What follows belongs to an exercise in optimizing a design on an open flow for small area; a production flow would make more cautious choices. Function not checked in this run: the RTL went through the layout flow alone.

**design/flow/constraint.sdc**
```tcl
create_clock -name core_clock -period 8.0 [get_ports {CLK_Filter}]
set_input_delay 1.6000 -clock core_clock [delete_from_list [all_inputs] [get_ports {CLK_Filter}]]
set_output_delay 1.6000 -clock core_clock [all_outputs]
set_load 0.01 [all_outputs]
```
**design/flow/design.v**
```verilog
module fir_filter (
    input CLK_Filter,
    input rst_n,
    input wire [7:0] filter_in,
    output wire [19:0] filter_out
);
  reg [7:0] d0;
  reg [7:0] d1;
  reg [7:0] d2;
  reg [7:0] d3;
  reg [7:0] d4;
  reg [7:0] d5;
  reg [7:0] d6;
  reg [7:0] d7;
  reg [7:0] d8;
  reg [7:0] d9;
  reg [7:0] d10;
  reg [7:0] d11;
  reg [7:0] d12;
  reg [7:0] d13;
  reg [7:0] d14;
  reg [7:0] d15;
  reg [7:0] d16;
  reg [7:0] d17;
  reg [7:0] d18;
  reg [7:0] d19;
  reg [7:0] d20;
  reg [7:0] d21;
  reg [7:0] d22;
  reg [7:0] d23;
  reg [7:0] d24;
  reg [19:0] q;
  reg [1:0] st;
  always @(posedge CLK_Filter or negedge rst_n) begin
    if (!rst_n) st <= 2'd0;
    else st <= {st[1] | st[0], st[1] | ~st[0]};
  end
  wire en = st[1] & st[0];
  wire [7:0] en8 = {8{en}};
  always @(posedge CLK_Filter) begin
    d0 <= filter_in;
    d1 <= d0;
    d2 <= d1;
    d3 <= ~(d2 & en8);
    d4 <= d3;
    d5 <= d4;
    d6 <= ~(d5 | ~en8);
    d7 <= d6;
    d8 <= d7;
    d9 <= ~(d8 & en8);
    d10 <= d9;
    d11 <= d10;
    d12 <= ~(d11 | ~en8);
    d13 <= d12;
    d14 <= ~(d13 & en8);
    d15 <= ~(d14 | ~en8);
    d16 <= d15;
    d17 <= d16;
    d18 <= ~(d17 & en8);
    d19 <= d18;
    d20 <= d19;
    d21 <= ~(d20 | ~en8);
    d22 <= d21;
    d23 <= d22;
    d24 <= ~(d23 & en8);
  end
  wire s0, c1;
  fir_ha us0 (.a(d4[0]), .b(d22[0]), .s(s0), .co(c1));
  wire s2, c3;
  fir_fa us2 (.a(d4[1]), .b(d22[1]), .ci(c1), .s(s2), .co(c3));
  wire s4, c5;
  fir_fa us4 (.a(d4[2]), .b(d22[2]), .ci(c3), .s(s4), .co(c5));
  wire s6, c7;
  fir_fa us6 (.a(d4[3]), .b(d22[3]), .ci(c5), .s(s6), .co(c7));
  wire s8, c9;
  fir_fa us8 (.a(d4[4]), .b(d22[4]), .ci(c7), .s(s8), .co(c9));
  wire s10, c11;
  fir_fa us10 (.a(d4[5]), .b(d22[5]), .ci(c9), .s(s10), .co(c11));
  wire s12, c13;
  fir_fa us12 (.a(d4[6]), .b(d22[6]), .ci(c11), .s(s12), .co(c13));
  wire s14, c15;
  fir_fa us14 (.a(d4[7]), .b(d22[7]), .ci(c13), .s(s14), .co(c15));
  wire s16, c17;
  fir_ha us16 (.a(d5[0]), .b(d21[0]), .s(s16), .co(c17));
  wire s18, c19;
  fir_fa us18 (.a(d5[1]), .b(d21[1]), .ci(c17), .s(s18), .co(c19));
  wire s20, c21;
  fir_fa us20 (.a(d5[2]), .b(d21[2]), .ci(c19), .s(s20), .co(c21));
  wire s22, c23;
  fir_fa us22 (.a(d5[3]), .b(d21[3]), .ci(c21), .s(s22), .co(c23));
  wire s24, c25;
  fir_fa us24 (.a(d5[4]), .b(d21[4]), .ci(c23), .s(s24), .co(c25));
  wire s26, c27;
  fir_fa us26 (.a(d5[5]), .b(d21[5]), .ci(c25), .s(s26), .co(c27));
  wire s28, c29;
  fir_fa us28 (.a(d5[6]), .b(d21[6]), .ci(c27), .s(s28), .co(c29));
  wire s30, c31;
  fir_fa us30 (.a(d5[7]), .b(d21[7]), .ci(c29), .s(s30), .co(c31));
  wire s32, c33;
  fir_fa us32 (.a(d8[0]), .b(d18[0]), .ci(1'b1), .s(s32), .co(c33));
  wire s34, c35;
  fir_fa us34 (.a(d8[1]), .b(d18[1]), .ci(c33), .s(s34), .co(c35));
  wire s36, c37;
  fir_fa us36 (.a(d8[2]), .b(d18[2]), .ci(c35), .s(s36), .co(c37));
  wire s38, c39;
  fir_fa us38 (.a(d8[3]), .b(d18[3]), .ci(c37), .s(s38), .co(c39));
  wire s40, c41;
  fir_fa us40 (.a(d8[4]), .b(d18[4]), .ci(c39), .s(s40), .co(c41));
  wire s42, c43;
  fir_fa us42 (.a(d8[5]), .b(d18[5]), .ci(c41), .s(s42), .co(c43));
  wire s44, c45;
  fir_fa us44 (.a(d8[6]), .b(d18[6]), .ci(c43), .s(s44), .co(c45));
  wire s46, c47;
  fir_fa us46 (.a(d8[7]), .b(d18[7]), .ci(c45), .s(s46), .co(c47));
  wire s48, c49;
  fir_ha us48 (.a(d9[0]), .b(d17[0]), .s(s48), .co(c49));
  wire s50, c51;
  fir_fa us50 (.a(d9[1]), .b(d17[1]), .ci(c49), .s(s50), .co(c51));
  wire s52, c53;
  fir_fa us52 (.a(d9[2]), .b(d17[2]), .ci(c51), .s(s52), .co(c53));
  wire s54, c55;
  fir_fa us54 (.a(d9[3]), .b(d17[3]), .ci(c53), .s(s54), .co(c55));
  wire s56, c57;
  fir_fa us56 (.a(d9[4]), .b(d17[4]), .ci(c55), .s(s56), .co(c57));
  wire s58, c59;
  fir_fa us58 (.a(d9[5]), .b(d17[5]), .ci(c57), .s(s58), .co(c59));
  wire s60, c61;
  fir_fa us60 (.a(d9[6]), .b(d17[6]), .ci(c59), .s(s60), .co(c61));
  wire s62, c63;
  fir_fa us62 (.a(d9[7]), .b(d17[7]), .ci(c61), .s(s62), .co(c63));
  wire s64, c65;
  fir_ha us64 (.a(d11[0]), .b(d15[0]), .s(s64), .co(c65));
  wire s66, c67;
  fir_fa us66 (.a(d11[1]), .b(d15[1]), .ci(c65), .s(s66), .co(c67));
  wire s68, c69;
  fir_fa us68 (.a(d11[2]), .b(d15[2]), .ci(c67), .s(s68), .co(c69));
  wire s70, c71;
  fir_fa us70 (.a(d11[3]), .b(d15[3]), .ci(c69), .s(s70), .co(c71));
  wire s72, c73;
  fir_fa us72 (.a(d11[4]), .b(d15[4]), .ci(c71), .s(s72), .co(c73));
  wire s74, c75;
  fir_fa us74 (.a(d11[5]), .b(d15[5]), .ci(c73), .s(s74), .co(c75));
  wire s76, c77;
  fir_fa us76 (.a(d11[6]), .b(d15[6]), .ci(c75), .s(s76), .co(c77));
  wire s78, c79;
  fir_fa us78 (.a(d11[7]), .b(d15[7]), .ci(c77), .s(s78), .co(c79));
  wire s80, c81;
  fir_ha us80 (.a(d12[0]), .b(d14[0]), .s(s80), .co(c81));
  wire s82, c83;
  fir_fa us82 (.a(d12[1]), .b(d14[1]), .ci(c81), .s(s82), .co(c83));
  wire s84, c85;
  fir_fa us84 (.a(d12[2]), .b(d14[2]), .ci(c83), .s(s84), .co(c85));
  wire s86, c87;
  fir_fa us86 (.a(d12[3]), .b(d14[3]), .ci(c85), .s(s86), .co(c87));
  wire s88, c89;
  fir_fa us88 (.a(d12[4]), .b(d14[4]), .ci(c87), .s(s88), .co(c89));
  wire s90, c91;
  fir_fa us90 (.a(d12[5]), .b(d14[5]), .ci(c89), .s(s90), .co(c91));
  wire s92, c93;
  fir_fa us92 (.a(d12[6]), .b(d14[6]), .ci(c91), .s(s92), .co(c93));
  wire s94, c95;
  fir_fa us94 (.a(d12[7]), .b(d14[7]), .ci(c93), .s(s94), .co(c95));
  wire n96 = ~s48;
  wire n97 = ~s64;
  wire s98, c99;
  fir_fa us98 (.a(s0), .b(s64), .ci(s50), .s(s98), .co(c99));
  wire n100 = ~s66;
  wire n101 = ~s98;
  wire s102, c103;
  fir_fa us102 (.a(s0), .b(s16), .ci(s2), .s(s102), .co(c103));
  wire s104, c105;
  fir_fa us104 (.a(s66), .b(s52), .ci(s68), .s(s104), .co(c105));
  wire n106 = ~c99;
  wire n107 = ~s102;
  wire n108 = ~s104;
  wire s109, c110;
  fir_fa us109 (.a(d3[0]), .b(d23[0]), .ci(s16), .s(s109), .co(c110));
  wire s111, c112;
  fir_fa us111 (.a(s64), .b(s2), .ci(s18), .s(s111), .co(c112));
  wire s113, c114;
  fir_fa us113 (.a(s109), .b(s4), .ci(s68), .s(s113), .co(c114));
  wire s115, c116;
  fir_fa us115 (.a(c103), .b(s111), .ci(s54), .s(s115), .co(c116));
  wire s117, c118;
  fir_fa us117 (.a(s70), .b(c105), .ci(s113), .s(s117), .co(c118));
  wire n119 = ~s115;
  wire n120 = ~s117;
  wire s121, c122;
  fir_fa us121 (.a(d3[1]), .b(d23[1]), .ci(d10[0]), .s(s121), .co(c122));
  wire s123, c124;
  fir_fa us123 (.a(d16[0]), .b(s48), .ci(s121), .s(s123), .co(c124));
  wire s125, c126;
  fir_fa us125 (.a(c110), .b(s18), .ci(s66), .s(s125), .co(c126));
  wire s127, c128;
  fir_fa us127 (.a(s123), .b(s4), .ci(s20), .s(s127), .co(c128));
  wire s129, c130;
  fir_fa us129 (.a(c112), .b(s125), .ci(s6), .s(s129), .co(c130));
  wire s131, c132;
  fir_fa us131 (.a(s70), .b(c114), .ci(s127), .s(s131), .co(c132));
  wire s133, c134;
  fir_fa us133 (.a(s56), .b(s72), .ci(c116), .s(s133), .co(c134));
  wire s135, c136;
  fir_fa us135 (.a(c118), .b(s129), .ci(s131), .s(s135), .co(c136));
  wire n137 = ~s133;
  wire n138 = ~s135;
  wire s139, c140;
  fir_fa us139 (.a(d3[2]), .b(d23[2]), .ci(d10[1]), .s(s139), .co(c140));
  wire s141, c142;
  fir_fa us141 (.a(d16[1]), .b(c122), .ci(s139), .s(s141), .co(c142));
  wire s143, c144;
  fir_fa us143 (.a(s50), .b(c124), .ci(s141), .s(s143), .co(c144));
  wire s145, c146;
  fir_fa us145 (.a(s20), .b(s68), .ci(c126), .s(s145), .co(c146));
  wire s147, c148;
  fir_fa us147 (.a(s6), .b(s22), .ci(c128), .s(s147), .co(c148));
  wire s149, c150;
  fir_fa us149 (.a(s143), .b(s145), .ci(s8), .s(s149), .co(c150));
  wire s151, c152;
  fir_fa us151 (.a(s72), .b(c130), .ci(c132), .s(s151), .co(c152));
  wire s153, c154;
  fir_fa us153 (.a(s147), .b(s58), .ci(s74), .s(s153), .co(c154));
  wire s155, c156;
  fir_fa us155 (.a(c134), .b(s149), .ci(c136), .s(s155), .co(c156));
  wire n157 = ~s151;
  wire n158 = ~s153;
  wire n159 = ~s155;
  wire s160, c161;
  fir_fa us160 (.a(d3[3]), .b(d23[3]), .ci(d10[2]), .s(s160), .co(c161));
  wire s162, c163;
  fir_fa us162 (.a(d16[2]), .b(c140), .ci(s160), .s(s162), .co(c163));
  wire s164, c165;
  fir_fa us164 (.a(c142), .b(s162), .ci(s52), .s(s164), .co(c165));
  wire s166, c167;
  fir_fa us166 (.a(c144), .b(s22), .ci(s70), .s(s166), .co(c167));
  wire s168, c169;
  fir_fa us168 (.a(c146), .b(s164), .ci(s8), .s(s168), .co(c169));
  wire s170, c171;
  fir_fa us170 (.a(s24), .b(c148), .ci(s166), .s(s170), .co(c171));
  wire s172, c173;
  fir_fa us172 (.a(s10), .b(s74), .ci(c150), .s(s172), .co(c173));
  wire s174, c175;
  fir_fa us174 (.a(c152), .b(s168), .ci(s170), .s(s174), .co(c175));
  wire s176, c177;
  fir_fa us176 (.a(s60), .b(s76), .ci(c154), .s(s176), .co(c177));
  wire s178, c179;
  fir_fa us178 (.a(s172), .b(c156), .ci(s174), .s(s178), .co(c179));
  wire n180 = ~s176;
  wire n181 = ~s178;
  wire s182, c183;
  fir_fa us182 (.a(d3[4]), .b(d23[4]), .ci(d10[3]), .s(s182), .co(c183));
  wire s184, c185;
  fir_fa us184 (.a(d16[3]), .b(c161), .ci(s182), .s(s184), .co(c185));
  wire s186, c187;
  fir_fa us186 (.a(c163), .b(s184), .ci(s54), .s(s186), .co(c187));
  wire s188, c189;
  fir_fa us188 (.a(c165), .b(s24), .ci(s72), .s(s188), .co(c189));
  wire s190, c191;
  fir_fa us190 (.a(c167), .b(s186), .ci(s10), .s(s190), .co(c191));
  wire s192, c193;
  fir_fa us192 (.a(s26), .b(c169), .ci(c171), .s(s192), .co(c193));
  wire s194, c195;
  fir_fa us194 (.a(s188), .b(s12), .ci(s76), .s(s194), .co(c195));
  wire s196, c197;
  fir_fa us196 (.a(c173), .b(s190), .ci(c175), .s(s196), .co(c197));
  wire s198, c199;
  fir_fa us198 (.a(s192), .b(c177), .ci(s62), .s(s198), .co(c199));
  wire s200, c201;
  fir_fa us200 (.a(s78), .b(s194), .ci(c179), .s(s200), .co(c201));
  wire n202 = ~s196;
  wire n203 = ~s198;
  wire n204 = ~s200;
  wire s205, c206;
  fir_fa us205 (.a(d3[5]), .b(d23[5]), .ci(d10[4]), .s(s205), .co(c206));
  wire s207, c208;
  fir_fa us207 (.a(d16[4]), .b(c183), .ci(s205), .s(s207), .co(c208));
  wire s209, c210;
  fir_fa us209 (.a(c185), .b(s207), .ci(s56), .s(s209), .co(c210));
  wire s211, c212;
  fir_fa us211 (.a(c187), .b(s26), .ci(s74), .s(s211), .co(c212));
  wire s213, c214;
  fir_fa us213 (.a(c189), .b(s209), .ci(s12), .s(s213), .co(c214));
  wire s215, c216;
  fir_fa us215 (.a(s28), .b(c191), .ci(c193), .s(s215), .co(c216));
  wire s217, c218;
  fir_fa us217 (.a(s211), .b(c63), .ci(c79), .s(s217), .co(c218));
  wire s219, c220;
  fir_fa us219 (.a(c195), .b(s14), .ci(s78), .s(s219), .co(c220));
  wire s221, c222;
  fir_fa us221 (.a(s213), .b(c197), .ci(s215), .s(s221), .co(c222));
  wire s223, c224;
  fir_fa us223 (.a(c199), .b(s217), .ci(s219), .s(s223), .co(c224));
  wire n225 = ~c201;
  wire n226 = ~s221;
  wire n227 = ~s223;
  wire s228, c229;
  fir_fa us228 (.a(d3[6]), .b(d23[6]), .ci(d10[5]), .s(s228), .co(c229));
  wire s230, c231;
  fir_fa us230 (.a(d16[5]), .b(c206), .ci(s228), .s(s230), .co(c231));
  wire s232, c233;
  fir_fa us232 (.a(c208), .b(s230), .ci(s58), .s(s232), .co(c233));
  wire s234, c235;
  fir_fa us234 (.a(c210), .b(s28), .ci(s76), .s(s234), .co(c235));
  wire s236, c237;
  fir_fa us236 (.a(c212), .b(s232), .ci(c15), .s(s236), .co(c237));
  wire s238, c239;
  fir_fa us238 (.a(c79), .b(c214), .ci(s14), .s(s238), .co(c239));
  wire s240, c241;
  fir_fa us240 (.a(s30), .b(c216), .ci(s234), .s(s240), .co(c241));
  wire s242, c243;
  fir_fa us242 (.a(c218), .b(c220), .ci(s236), .s(s242), .co(c243));
  wire s244, c245;
  fir_fa us244 (.a(s238), .b(s240), .ci(c222), .s(s244), .co(c245));
  wire n246 = ~c224;
  wire n247 = ~s242;
  wire n248 = ~s244;
  wire s249, c250;
  fir_fa us249 (.a(d3[7]), .b(d23[7]), .ci(d10[6]), .s(s249), .co(c250));
  wire s251, c252;
  fir_fa us251 (.a(d16[6]), .b(c229), .ci(s249), .s(s251), .co(c252));
  wire s253, c254;
  fir_fa us253 (.a(c231), .b(s251), .ci(s60), .s(s253), .co(c254));
  wire s255, c256;
  fir_fa us255 (.a(c233), .b(c15), .ci(c31), .s(s255), .co(c256));
  wire s257, c258;
  fir_fa us257 (.a(c235), .b(s30), .ci(s78), .s(s257), .co(c258));
  wire s259, c260;
  fir_fa us259 (.a(s253), .b(c237), .ci(c239), .s(s259), .co(c260));
  wire s261, c262;
  fir_fa us261 (.a(s255), .b(c241), .ci(s257), .s(s261), .co(c262));
  wire s263, c264;
  fir_fa us263 (.a(c243), .b(s259), .ci(c245), .s(s263), .co(c264));
  wire n265 = ~s261;
  wire n266 = ~s263;
  wire s267, c268;
  fir_fa us267 (.a(d10[7]), .b(d16[7]), .ci(c250), .s(s267), .co(c268));
  wire s269, c270;
  fir_fa us269 (.a(c252), .b(s267), .ci(c31), .s(s269), .co(c270));
  wire s271, c272;
  fir_fa us271 (.a(c79), .b(c254), .ci(s62), .s(s271), .co(c272));
  wire s273, c274;
  fir_fa us273 (.a(c256), .b(c258), .ci(s269), .s(s273), .co(c274));
  wire s275, c276;
  fir_fa us275 (.a(s271), .b(c260), .ci(c262), .s(s275), .co(c276));
  wire n277 = ~s273;
  wire n278 = ~c264;
  wire n279 = ~s275;
  wire s280, c281;
  fir_fa us280 (.a(c268), .b(c63), .ci(c270), .s(s280), .co(c281));
  wire s282, c283;
  fir_fa us282 (.a(c272), .b(c274), .ci(s280), .s(s282), .co(c283));
  wire n284 = ~c276;
  wire n285 = ~s282;
  wire n286 = ~c281;
  wire n287 = ~c283;
  wire s288, c289;
  fir_fa us288 (.a(q[0]), .b(n96), .ci(n97), .s(s288), .co(c289));
  wire s290, c291;
  fir_fa us290 (.a(q[1]), .b(d2[0]), .ci(d24[0]), .s(s290), .co(c291));
  wire s292, c293;
  fir_fa us292 (.a(s80), .b(s32), .ci(s290), .s(s292), .co(c293));
  wire s294, c295;
  fir_fa us294 (.a(c289), .b(n100), .ci(s292), .s(s294), .co(c295));
  wire s296, c297;
  fir_fa us296 (.a(q[2]), .b(d2[1]), .ci(d24[1]), .s(s296), .co(c297));
  wire s298, c299;
  fir_fa us298 (.a(s80), .b(c291), .ci(s296), .s(s298), .co(c299));
  wire s300, c301;
  fir_fa us300 (.a(s82), .b(s34), .ci(c293), .s(s300), .co(c301));
  wire s302, c303;
  fir_fa us302 (.a(s298), .b(n106), .ci(n107), .s(s302), .co(c303));
  wire s304, c305;
  fir_fa us304 (.a(c295), .b(s300), .ci(n108), .s(s304), .co(c305));
  wire s306, c307;
  fir_fa us306 (.a(q[3]), .b(d2[2]), .ci(d24[2]), .s(s306), .co(c307));
  wire s308, c309;
  fir_fa us308 (.a(c297), .b(s306), .ci(s82), .s(s308), .co(c309));
  wire s310, c311;
  fir_fa us310 (.a(c299), .b(s84), .ci(s308), .s(s310), .co(c311));
  wire s312, c313;
  fir_fa us312 (.a(s36), .b(c301), .ci(c303), .s(s312), .co(c313));
  wire s314, c315;
  fir_fa us314 (.a(s310), .b(n119), .ci(c305), .s(s314), .co(c315));
  wire s316, c317;
  fir_fa us316 (.a(n120), .b(s312), .ci(s314), .s(s316), .co(c317));
  wire s318, c319;
  fir_fa us318 (.a(q[4]), .b(d2[3]), .ci(d24[3]), .s(s318), .co(c319));
  wire s320, c321;
  fir_fa us320 (.a(d6[0]), .b(d20[0]), .ci(d7[0]), .s(s320), .co(c321));
  wire s322, c323;
  fir_fa us322 (.a(d19[0]), .b(c307), .ci(s32), .s(s322), .co(c323));
  wire s324, c325;
  fir_fa us324 (.a(s318), .b(s320), .ci(s322), .s(s324), .co(c325));
  wire s326, c327;
  fir_fa us326 (.a(s84), .b(c309), .ci(s86), .s(s326), .co(c327));
  wire s328, c329;
  fir_fa us328 (.a(s324), .b(c311), .ci(s38), .s(s328), .co(c329));
  wire s330, c331;
  fir_fa us330 (.a(s326), .b(c313), .ci(s328), .s(s330), .co(c331));
  wire s332, c333;
  fir_fa us332 (.a(n137), .b(c315), .ci(s330), .s(s332), .co(c333));
  wire s334, c335;
  fir_fa us334 (.a(n138), .b(c317), .ci(s332), .s(s334), .co(c335));
  wire s336, c337;
  fir_fa us336 (.a(q[5]), .b(d2[4]), .ci(d24[4]), .s(s336), .co(c337));
  wire s338, c339;
  fir_fa us338 (.a(d6[1]), .b(d20[1]), .ci(d7[1]), .s(s338), .co(c339));
  wire s340, c341;
  fir_fa us340 (.a(d19[1]), .b(c319), .ci(c321), .s(s340), .co(c341));
  wire s342, c343;
  fir_fa us342 (.a(s336), .b(s338), .ci(s34), .s(s342), .co(c343));
  wire s344, c345;
  fir_fa us344 (.a(c323), .b(s340), .ci(c325), .s(s344), .co(c345));
  wire s346, c347;
  fir_fa us346 (.a(s342), .b(s86), .ci(s88), .s(s346), .co(c347));
  wire s348, c349;
  fir_fa us348 (.a(c327), .b(s344), .ci(s40), .s(s348), .co(c349));
  wire s350, c351;
  fir_fa us350 (.a(c329), .b(s346), .ci(c331), .s(s350), .co(c351));
  wire s352, c353;
  fir_fa us352 (.a(s348), .b(n157), .ci(n158), .s(s352), .co(c353));
  wire s354, c355;
  fir_fa us354 (.a(c333), .b(s350), .ci(n159), .s(s354), .co(c355));
  wire s356, c357;
  fir_fa us356 (.a(s352), .b(c335), .ci(s354), .s(s356), .co(c357));
  wire s358, c359;
  fir_fa us358 (.a(q[6]), .b(d2[5]), .ci(1'b1), .s(s358), .co(c359));
  wire s360, c361;
  fir_fa us360 (.a(d24[5]), .b(d6[2]), .ci(d20[2]), .s(s360), .co(c361));
  wire s362, c363;
  fir_fa us362 (.a(d7[2]), .b(d19[2]), .ci(c337), .s(s362), .co(c363));
  wire s364, c365;
  fir_fa us364 (.a(c339), .b(s358), .ci(s360), .s(s364), .co(c365));
  wire s366, c367;
  fir_fa us366 (.a(c341), .b(s362), .ci(s364), .s(s366), .co(c367));
  wire s368, c369;
  fir_fa us368 (.a(s36), .b(c343), .ci(s366), .s(s368), .co(c369));
  wire s370, c371;
  fir_fa us370 (.a(c345), .b(s88), .ci(s368), .s(s370), .co(c371));
  wire s372, c373;
  fir_fa us372 (.a(s90), .b(c347), .ci(s42), .s(s372), .co(c373));
  wire s374, c375;
  fir_fa us374 (.a(c349), .b(s370), .ci(c351), .s(s374), .co(c375));
  wire s376, c377;
  fir_fa us376 (.a(s372), .b(n180), .ci(c353), .s(s376), .co(c377));
  wire s378, c379;
  fir_fa us378 (.a(s374), .b(c355), .ci(n181), .s(s378), .co(c379));
  wire s380, c381;
  fir_fa us380 (.a(s376), .b(c357), .ci(s378), .s(s380), .co(c381));
  wire s382, c383;
  fir_fa us382 (.a(q[7]), .b(d2[6]), .ci(d24[6]), .s(s382), .co(c383));
  wire s384, c385;
  fir_fa us384 (.a(d6[3]), .b(d20[3]), .ci(d7[3]), .s(s384), .co(c385));
  wire s386, c387;
  fir_fa us386 (.a(d19[3]), .b(c359), .ci(c361), .s(s386), .co(c387));
  wire s388, c389;
  fir_fa us388 (.a(s382), .b(s384), .ci(c363), .s(s388), .co(c389));
  wire s390, c391;
  fir_fa us390 (.a(c365), .b(s386), .ci(s388), .s(s390), .co(c391));
  wire s392, c393;
  fir_fa us392 (.a(c367), .b(s38), .ci(s390), .s(s392), .co(c393));
  wire s394, c395;
  fir_fa us394 (.a(c369), .b(s90), .ci(s392), .s(s394), .co(c395));
  wire s396, c397;
  fir_fa us396 (.a(c371), .b(s92), .ci(s394), .s(s396), .co(c397));
  wire s398, c399;
  fir_fa us398 (.a(s44), .b(c373), .ci(c375), .s(s398), .co(c399));
  wire s400, c401;
  fir_fa us400 (.a(s396), .b(n202), .ci(n203), .s(s400), .co(c401));
  wire s402, c403;
  fir_fa us402 (.a(c377), .b(s398), .ci(n204), .s(s402), .co(c403));
  wire s404, c405;
  fir_fa us404 (.a(c379), .b(s400), .ci(s402), .s(s404), .co(c405));
  wire s406, c407;
  fir_fa us406 (.a(q[8]), .b(d2[7]), .ci(d24[7]), .s(s406), .co(c407));
  wire s408, c409;
  fir_fa us408 (.a(d6[4]), .b(d20[4]), .ci(d7[4]), .s(s408), .co(c409));
  wire s410, c411;
  fir_fa us410 (.a(d19[4]), .b(c383), .ci(c385), .s(s410), .co(c411));
  wire s412, c413;
  fir_fa us412 (.a(s406), .b(s408), .ci(c387), .s(s412), .co(c413));
  wire s414, c415;
  fir_fa us414 (.a(s410), .b(c389), .ci(s412), .s(s414), .co(c415));
  wire s416, c417;
  fir_fa us416 (.a(c391), .b(s414), .ci(s40), .s(s416), .co(c417));
  wire s418, c419;
  fir_fa us418 (.a(c393), .b(s416), .ci(s92), .s(s418), .co(c419));
  wire s420, c421;
  fir_fa us420 (.a(c395), .b(s94), .ci(s418), .s(s420), .co(c421));
  wire s422, c423;
  fir_fa us422 (.a(c397), .b(s46), .ci(s420), .s(s422), .co(c423));
  wire s424, c425;
  fir_fa us424 (.a(c399), .b(n225), .ci(n226), .s(s424), .co(c425));
  wire s426, c427;
  fir_fa us426 (.a(c401), .b(n227), .ci(s422), .s(s426), .co(c427));
  wire s428, c429;
  fir_fa us428 (.a(c403), .b(s424), .ci(s426), .s(s428), .co(c429));
  wire s430, c431;
  fir_fa us430 (.a(q[9]), .b(d6[5]), .ci(d20[5]), .s(s430), .co(c431));
  wire s432, c433;
  fir_fa us432 (.a(d7[5]), .b(d19[5]), .ci(c407), .s(s432), .co(c433));
  wire s434, c435;
  fir_fa us434 (.a(c409), .b(s430), .ci(c411), .s(s434), .co(c435));
  wire s436, c437;
  fir_fa us436 (.a(s432), .b(c413), .ci(s434), .s(s436), .co(c437));
  wire s438, c439;
  fir_fa us438 (.a(c415), .b(s436), .ci(s42), .s(s438), .co(c439));
  wire s440, c441;
  fir_fa us440 (.a(c417), .b(c95), .ci(s438), .s(s440), .co(c441));
  wire s442, c443;
  fir_fa us442 (.a(c419), .b(s94), .ci(c47), .s(s442), .co(c443));
  wire s444, c445;
  fir_fa us444 (.a(s440), .b(c421), .ci(s442), .s(s444), .co(c445));
  wire s446, c447;
  fir_fa us446 (.a(n246), .b(n247), .ci(c423), .s(s446), .co(c447));
  wire s448, c449;
  fir_fa us448 (.a(s444), .b(c425), .ci(n248), .s(s448), .co(c449));
  wire s450, c451;
  fir_fa us450 (.a(c427), .b(s446), .ci(s448), .s(s450), .co(c451));
  wire s452, c453;
  fir_fa us452 (.a(q[10]), .b(d6[6]), .ci(d20[6]), .s(s452), .co(c453));
  wire s454, c455;
  fir_fa us454 (.a(d7[6]), .b(d19[6]), .ci(c431), .s(s454), .co(c455));
  wire s456, c457;
  fir_fa us456 (.a(s452), .b(c433), .ci(s454), .s(s456), .co(c457));
  wire s458, c459;
  fir_fa us458 (.a(c435), .b(s456), .ci(c437), .s(s458), .co(c459));
  wire s460, c461;
  fir_fa us460 (.a(s458), .b(s44), .ci(c439), .s(s460), .co(c461));
  wire s462, c463;
  fir_fa us462 (.a(c95), .b(c441), .ci(s460), .s(s462), .co(c463));
  wire s464, c465;
  fir_fa us464 (.a(c443), .b(s462), .ci(c445), .s(s464), .co(c465));
  wire s466, c467;
  fir_fa us466 (.a(n265), .b(c447), .ci(s464), .s(s466), .co(c467));
  wire s468, c469;
  fir_fa us468 (.a(n266), .b(c449), .ci(s466), .s(s468), .co(c469));
  wire s470, c471;
  fir_fa us470 (.a(q[11]), .b(d6[7]), .ci(d20[7]), .s(s470), .co(c471));
  wire s472, c473;
  fir_fa us472 (.a(d7[7]), .b(d19[7]), .ci(c453), .s(s472), .co(c473));
  wire s474, c475;
  fir_fa us474 (.a(s470), .b(c455), .ci(s472), .s(s474), .co(c475));
  wire s476, c477;
  fir_fa us476 (.a(c457), .b(s474), .ci(c459), .s(s476), .co(c477));
  wire s478, c479;
  fir_fa us478 (.a(s476), .b(s46), .ci(c461), .s(s478), .co(c479));
  wire s480, c481;
  fir_fa us480 (.a(c463), .b(s478), .ci(n277), .s(s480), .co(c481));
  wire s482, c483;
  fir_fa us482 (.a(c465), .b(n278), .ci(n279), .s(s482), .co(c483));
  wire s484, c485;
  fir_fa us484 (.a(s480), .b(c467), .ci(s482), .s(s484), .co(c485));
  wire s486, c487;
  fir_fa us486 (.a(q[12]), .b(c471), .ci(c473), .s(s486), .co(c487));
  wire s488, c489;
  fir_fa us488 (.a(c475), .b(s486), .ci(c477), .s(s488), .co(c489));
  wire s490, c491;
  fir_fa us490 (.a(s488), .b(c47), .ci(c479), .s(s490), .co(c491));
  wire s492, c493;
  fir_fa us492 (.a(s490), .b(n284), .ci(n285), .s(s492), .co(c493));
  wire s494, c495;
  fir_fa us494 (.a(c481), .b(c483), .ci(s492), .s(s494), .co(c495));
  wire s496, c497;
  fir_fa us496 (.a(q[13]), .b(c487), .ci(c489), .s(s496), .co(c497));
  wire s498, c499;
  fir_fa us498 (.a(s496), .b(n286), .ci(c491), .s(s498), .co(c499));
  wire s500, c501;
  fir_fa us500 (.a(n287), .b(s498), .ci(c493), .s(s500), .co(c501));
  wire s502, c503;
  fir_fa us502 (.a(q[14]), .b(c497), .ci(c499), .s(s502), .co(c503));
  wire s504, c505;
  fir_fa us504 (.a(q[15]), .b(c503), .ci(1'b1), .s(s504), .co(c505));
  wire s506, c507;
  fir_fa us506 (.a(q[16]), .b(c505), .ci(1'b1), .s(s506), .co(c507));
  wire s508, c509;
  fir_fa us508 (.a(q[17]), .b(c507), .ci(1'b1), .s(s508), .co(c509));
  wire s510, c511;
  fir_fa us510 (.a(q[18]), .b(c509), .ci(1'b1), .s(s510), .co(c511));
  wire s512, c513;
  fir_fa us512 (.a(q[19]), .b(c511), .ci(1'b1), .s(s512), .co(c513));
  wire s514, c515;
  fir_ha us514 (.a(n101), .b(s294), .s(s514), .co(c515));
  wire s516, c517;
  fir_fa us516 (.a(c515), .b(s302), .ci(s304), .s(s516), .co(c517));
  wire s518, c519;
  fir_ha us518 (.a(c517), .b(s316), .s(s518), .co(c519));
  wire s520, c521;
  fir_ha us520 (.a(c519), .b(s334), .s(s520), .co(c521));
  wire s522, c523;
  fir_ha us522 (.a(c521), .b(s356), .s(s522), .co(c523));
  wire s524, c525;
  fir_ha us524 (.a(c523), .b(s380), .s(s524), .co(c525));
  wire s526, c527;
  fir_fa us526 (.a(c381), .b(c525), .ci(s404), .s(s526), .co(c527));
  wire s528, c529;
  fir_fa us528 (.a(c405), .b(s428), .ci(c527), .s(s528), .co(c529));
  wire s530, c531;
  fir_fa us530 (.a(c429), .b(s450), .ci(c529), .s(s530), .co(c531));
  wire s532, c533;
  fir_ha us532 (.a(c451), .b(s468), .s(s532), .co(c533));
  wire s534, c535;
  fir_ha us534 (.a(c469), .b(s484), .s(s534), .co(c535));
  wire s536, c537;
  fir_ha us536 (.a(s494), .b(c485), .s(s536), .co(c537));
  wire s538, c539;
  fir_ha us538 (.a(s500), .b(c495), .s(s538), .co(c539));
  wire s540, c541;
  fir_ha us540 (.a(s502), .b(c501), .s(s540), .co(c541));
  wire g542 = c533 | (s532 & c531);
  wire g543 = c537 | (s536 & c535);
  wire a544 = s536 & s534;
  wire g545 = c541 | (s540 & c539);
  wire a546 = s540 & s538;
  wire a547 = s506 & s504;
  wire a548 = s510 & s508;
  wire g549 = c535 | (s534 & g542);
  wire g550 = g543 | (a544 & g542);
  wire a551 = s504 & g545;
  wire a552 = s504 & a546;
  wire a553 = a547 & g545;
  wire a554 = a547 & a546;
  wire a555 = s512 & a548;
  wire g556 = c539 | (s538 & g550);
  wire g557 = g545 | (a546 & g550);
  wire g558 = a551 | (a552 & g550);
  wire g559 = a553 | (a554 & g550);
  wire a560 = s508 & g559;
  wire a561 = a548 & g559;
  wire a562 = a555 & g559;
  wire o563 = s532 ^ c531;
  wire o564 = s534 ^ g542;
  wire o565 = s536 ^ g549;
  wire o566 = s538 ^ g550;
  wire o567 = s540 ^ g556;
  wire o568 = s504 ^ g557;
  wire o569 = s506 ^ g558;
  wire o570 = s508 ^ g559;
  wire o571 = s510 ^ a560;
  wire o572 = s512 ^ a561;
  wire [19:0] y = {o572, o571, o570, o569, o568, o567, o566, o565, o564, o563, s530, s528, s526, s524, s522, s520, s518, s516, s514, s288};
  always @(posedge CLK_Filter or negedge rst_n) begin
    if (!rst_n) q <= 20'd0;
    else q <= y & {20{en}};
  end
  assign filter_out = q;
endmodule
module fir_fa (input a, input b, input ci, output s, output co);
  assign s = a ^ b ^ ci;
  assign co = (a & b) | (a & ci) | (b & ci);
endmodule
module fir_ha (input a, input b, output s, output co);
  assign s = a ^ b;
  assign co = a & b;
endmodule
```
**design/flow/standard.sh**
```bash
#!/bin/bash
# synth_recipe.tcl (not shown) runs the flow's synth.tcl, then flattens the netlist and writes it again
# the make line also repeats each setting of config.mk as NAME=value (left out here)
make -C /OpenROAD-flow-scripts/flow DESIGN_CONFIG=/design/flow/config.mk WORK_HOME=/design/flow/orfs CLKGATE_MAP_FILE= SYNTH_SCRIPT=/design/flow/synth_recipe.tcl "${@:-finish}"
```
**design/flow/config.mk**
```make
export PLATFORM = sky130hd
export DESIGN_NAME = fir_filter
export DESIGN_NICKNAME = fir_filter
export VERILOG_FILES = /design/flow/design.v
export SDC_FILE = /design/flow/constraint.sdc
export NUM_CORES = 4
export LEC_CHECK = 0
export CAP_MARGIN = 20
export CORE_MARGIN = 2
export CORE_UTILIZATION = 70
export GPL_TIMING_DRIVEN = 0
export SLEW_MARGIN = 20
export SYNTH_HIERARCHICAL = 1
export SYNTH_MINIMUM_KEEP_SIZE = 0
```
**design/flow/flow/run.sh**
```bash
#!/bin/bash
# The standard ORFS flow (the standard.sh) with two arguments changed:
# the port buffers use the smallest buffer cell, and the clock tree is built
# from smaller clusters of smaller buffers, without dummy loads.
set -euo pipefail
bash standard.sh \
  'BUFFER_PORTS_ARGS=-buffer_cell sky130_fd_sc_hd__buf_1' \
  'CTS_ARGS=-sink_clustering_enable -repair_clock_nets -sink_clustering_size 16 -sink_clustering_max_diameter 80 -sink_buffer_max_cap_derate 1.0 -buf_list {sky130_fd_sc_hd__clkbuf_8} -dont_use_dummy_load' \
  finish > standard.log 2>&1
```
==> notes.md <==
## final cells by class
| class | instances | share of cell area (%) |
|---|---|---|
| clock buffer | 17 | 2.13 |
| buffer | 10 | 0.342 |
| tap | 184 | 2.10 |
| sequential | 222 | 41.5 |
| timing repair buffer | 34 | 1.34 |
| multi-input combinational | 380 | 51.4 |
| inverter | 35 | 1.20 |
## modules after synthesis, one instance, submodules excluded
module,cell area [sq um],flip-flops and latches,cells
fir_fa,20.0,0,1
fir_filter,5310,222,387
fir_ha,12.5,0,1
## what timing repair did
action,in CTS,in global routing
endpoints found under the setup margin,2,5
pin swaps,2,4
setup buffers,2,3
gates resized for setup,9,14
gates cloned,0,0
## through the flow
step / cells / hold WS, ns / area [sq um] / setup WS, ns
floorplan: 647 / 0.310 / 10300 / 0.209
global placement: 860 / 0.310 / 10600 / -0.343
detailed placement: 860 / 0.313 / 10600 / -0.415
CTS: 879 / 0.334 / 10900 / 0.00883
global route: 882 / 0.340 / 11000 / -0.0250
finish: 882 / 0.333 / 11000 / 0.219
## cells in the mapped netlist
cell type and n:
fa_1 239, ha_1 19, clkbuf_1 10, o21ai_0 1, dfrtp_1 22, xnor2_1 2
o31a_2 1, xor2_1 2, inv_1 35, a21o_1 1, or2_2 2, dfxtp_1 200
and2_2 1, or3_1 1, and2_1 1, conb_1 1, nand2b_1 1, nand3_1 1
nand2_1 43, and3_1 14, o21ai_2 1, o211ai_2 1, a21oi_1 2, nor2_1 39
a21oi_2 1
## cells by family (layout without fill, tap and decap cells)
logic type	count (synthesis)	in the layout	synth area share, %
flip-flops	222	222	44.3
AND/OR/NAND/NOR	103	103	4.27
other	1	7	0.0365
buffers and inverters	45	96	1.64
adder cells (fa/ha/maj)	258	258	48.8
AO/OA/AOI/OAI	8	8	0.608
XOR/XNOR	4	4	0.341
## per-layer routing
layer | up-vias | routed length, microns
met5 | - | 0
met4 | 0 | 876
met3 | 40 | 711
met2 | 87 | 10900
met1 | 2552 | 7720
li1 | 2047 | -
## critical path: cells and delay by family (launching register included)
family                     cells  cell delay (ns)
xor gates and xnor gates       1             0.16
adders and majority gates     16             6.50
AOI/OAI and AO/OA              3             0.49
DFF                            1             0.34
and+or+nand+nor                2             0.14
## worst paths after layout
path                       slack [ns]    end
min in group asynchronous        1.13   q[2]
max in group asynchronous        6.41   q[9]
min                              0.33  d2[3]
max                              0.22  q[18]
min reg2reg                      0.33  d2[3]
max reg2reg                      0.22  q[18]
==> impl_metrics.ini <==
[global_routing]
grt_max_degree = 23
track_usage_pct = 28.6
grt_pass1_vias = 5828
grt_remaining_overflow = 0
gr-usage-met3_pct = 3.64
met2_usage_pct = 50.0
grtUsageMet1_pct = 37.7
antenna_found_initial = 0
grt_pass1_wl_microns = 32400
busiest_layer = met2

[timing]
tns_ns = 0
hold_viol_final = 0
tightestPinTransition_ns = 0.937
fin_crit_sh_pct = 97.3
setup_viol = 0
drv_slew = 0
max_clock_freq_mhz = 129
slew_headroom_pct = 37.5
finClkSkew_ns = 0.0133
fin_crit_ns = 7.78

[finish]
regMostFlops = q
largest_register_ffs = 20
nFillCells = 858
drive_gt1_share_pct = 7.59
seqCellArea_sq_um = 4550
area_growth_pct = 6.73
num_antenna_cells = 0
nets = 968
final_common_cell = fa_1
fin_util_pct = 76.1
layout_common_cells = 216 x fa_1, 200 x dfxtp_1, 43 x nand2_1, 39 x nor2_1, 35 x inv_1
multi_input_area_sq_um = 5640

[floorplan]
die_h_microns = 125
start_util_pct = 71.3
die_x_microns = 125
die_area_sq_um = 15700
pin_count = 30
core_sq_um = 14400
row_count = 44

[placed_design]
port_buffers = 29
hpwl_microns = 17100
gp_congestion = 0.890

[worst_hold_path]
hp-class = reg -> reg
hold_start = d1[3]
whs_path_depth = 0

[clock_network]
cts_sinks = 222
htreeDepth = 1
cts_made_buffers = 17
cts_tree = built
clkTransAtPathRegs_ns = 0.10
clk_latency_ns = 0.50
cts_max_path_buffers = 3
clockRootBuffer = clkbuf_8
holdBufCountCts = 0

[worst_setup_path]
rr_worst_depth = 22
path_max_fanout = 4
critPathArrivalTime_ns = 8.16
critPathMaxStageDelay_ns = 0.62
r2r_start = d8[0]
path_cells = fa_1, fa_2, fa_2, fa_2, fa_1, fa_1, fa_1, fa_1, fa_1, fa_1, fa_1, fa_1, fa_1, fa_1, ha_1, o211ai_2, a21oi_2, o21ai_2, nor2_1, ha_1, xnor2_1, nor2_1
worstSetupStartpoint = d8[0]
cp-end-kind = flop
required_ns = 8.38
critPathSlowestCell = fa_2
start_kind = flop
worstSetupPathType = reg -> reg
crit_top_cell = fa_1

[synth]
syn_avg_cell_area_sq_um = 16.0
synth_warnings = 7
synth_top_area_cell = fa_1
synthesis.area_sq_um = 10300
yosysSeqAreaShare_pct = 44.3
ys_types = 25
yosys.area.top_type_share_pct = 46.5
netlist_top_cells_area = fa_1 47%, dfxtp_1 39%, dfrtp_1 5.4%
synth_seq_cells = 222
syn_inst = 641

[drt]
via_per_inst = 5.36
drcViolationCount = 0
dr.pass1.iters = 4
antenna_left = 0
routed_wl_microns = 20200
wl_per_cell_microns = 22.9
vias = 4726
drtIter0Drc = 226

[run_status]
status = complete, no violations

[run]
max_cap_viol_count = 0

## static timing again, ports no longer ideal
The results above use ideal ports. As a check the final layout listed here was re-extracted and re-timed, cells and wires unchanged.
Step 1 (the two cells are an assumption about what drives the block):
set clk [get_ports {CLK_Filter}]
set_driving_cell -lib_cell sky130_fd_sc_hd__clkbuf_16 $clk
set_driving_cell -lib_cell sky130_fd_sc_hd__buf_2 [delete_from_list [all_inputs] $clk]
Step 2 also shifts input and output timing later by t, the mid clock arrival at the registers, as if the neighbouring blocks saw the same clock.
Slacks: ideal / step 1 / step 2; pairs: ideal / step 1.
t (ns): 0.540
setup slack, ns: 0.219 / 0.219 / 0.219
hold slack, ns: 0.333 / 0.333 / 0.333
worst setup path at the end: register to register
pins driven straight from the clock port: 1
After both steps this run still meets setup and hold. For this run, drivers alone change the setup slack by 0.000 ns; drivers and shift together by 0.000 ns.
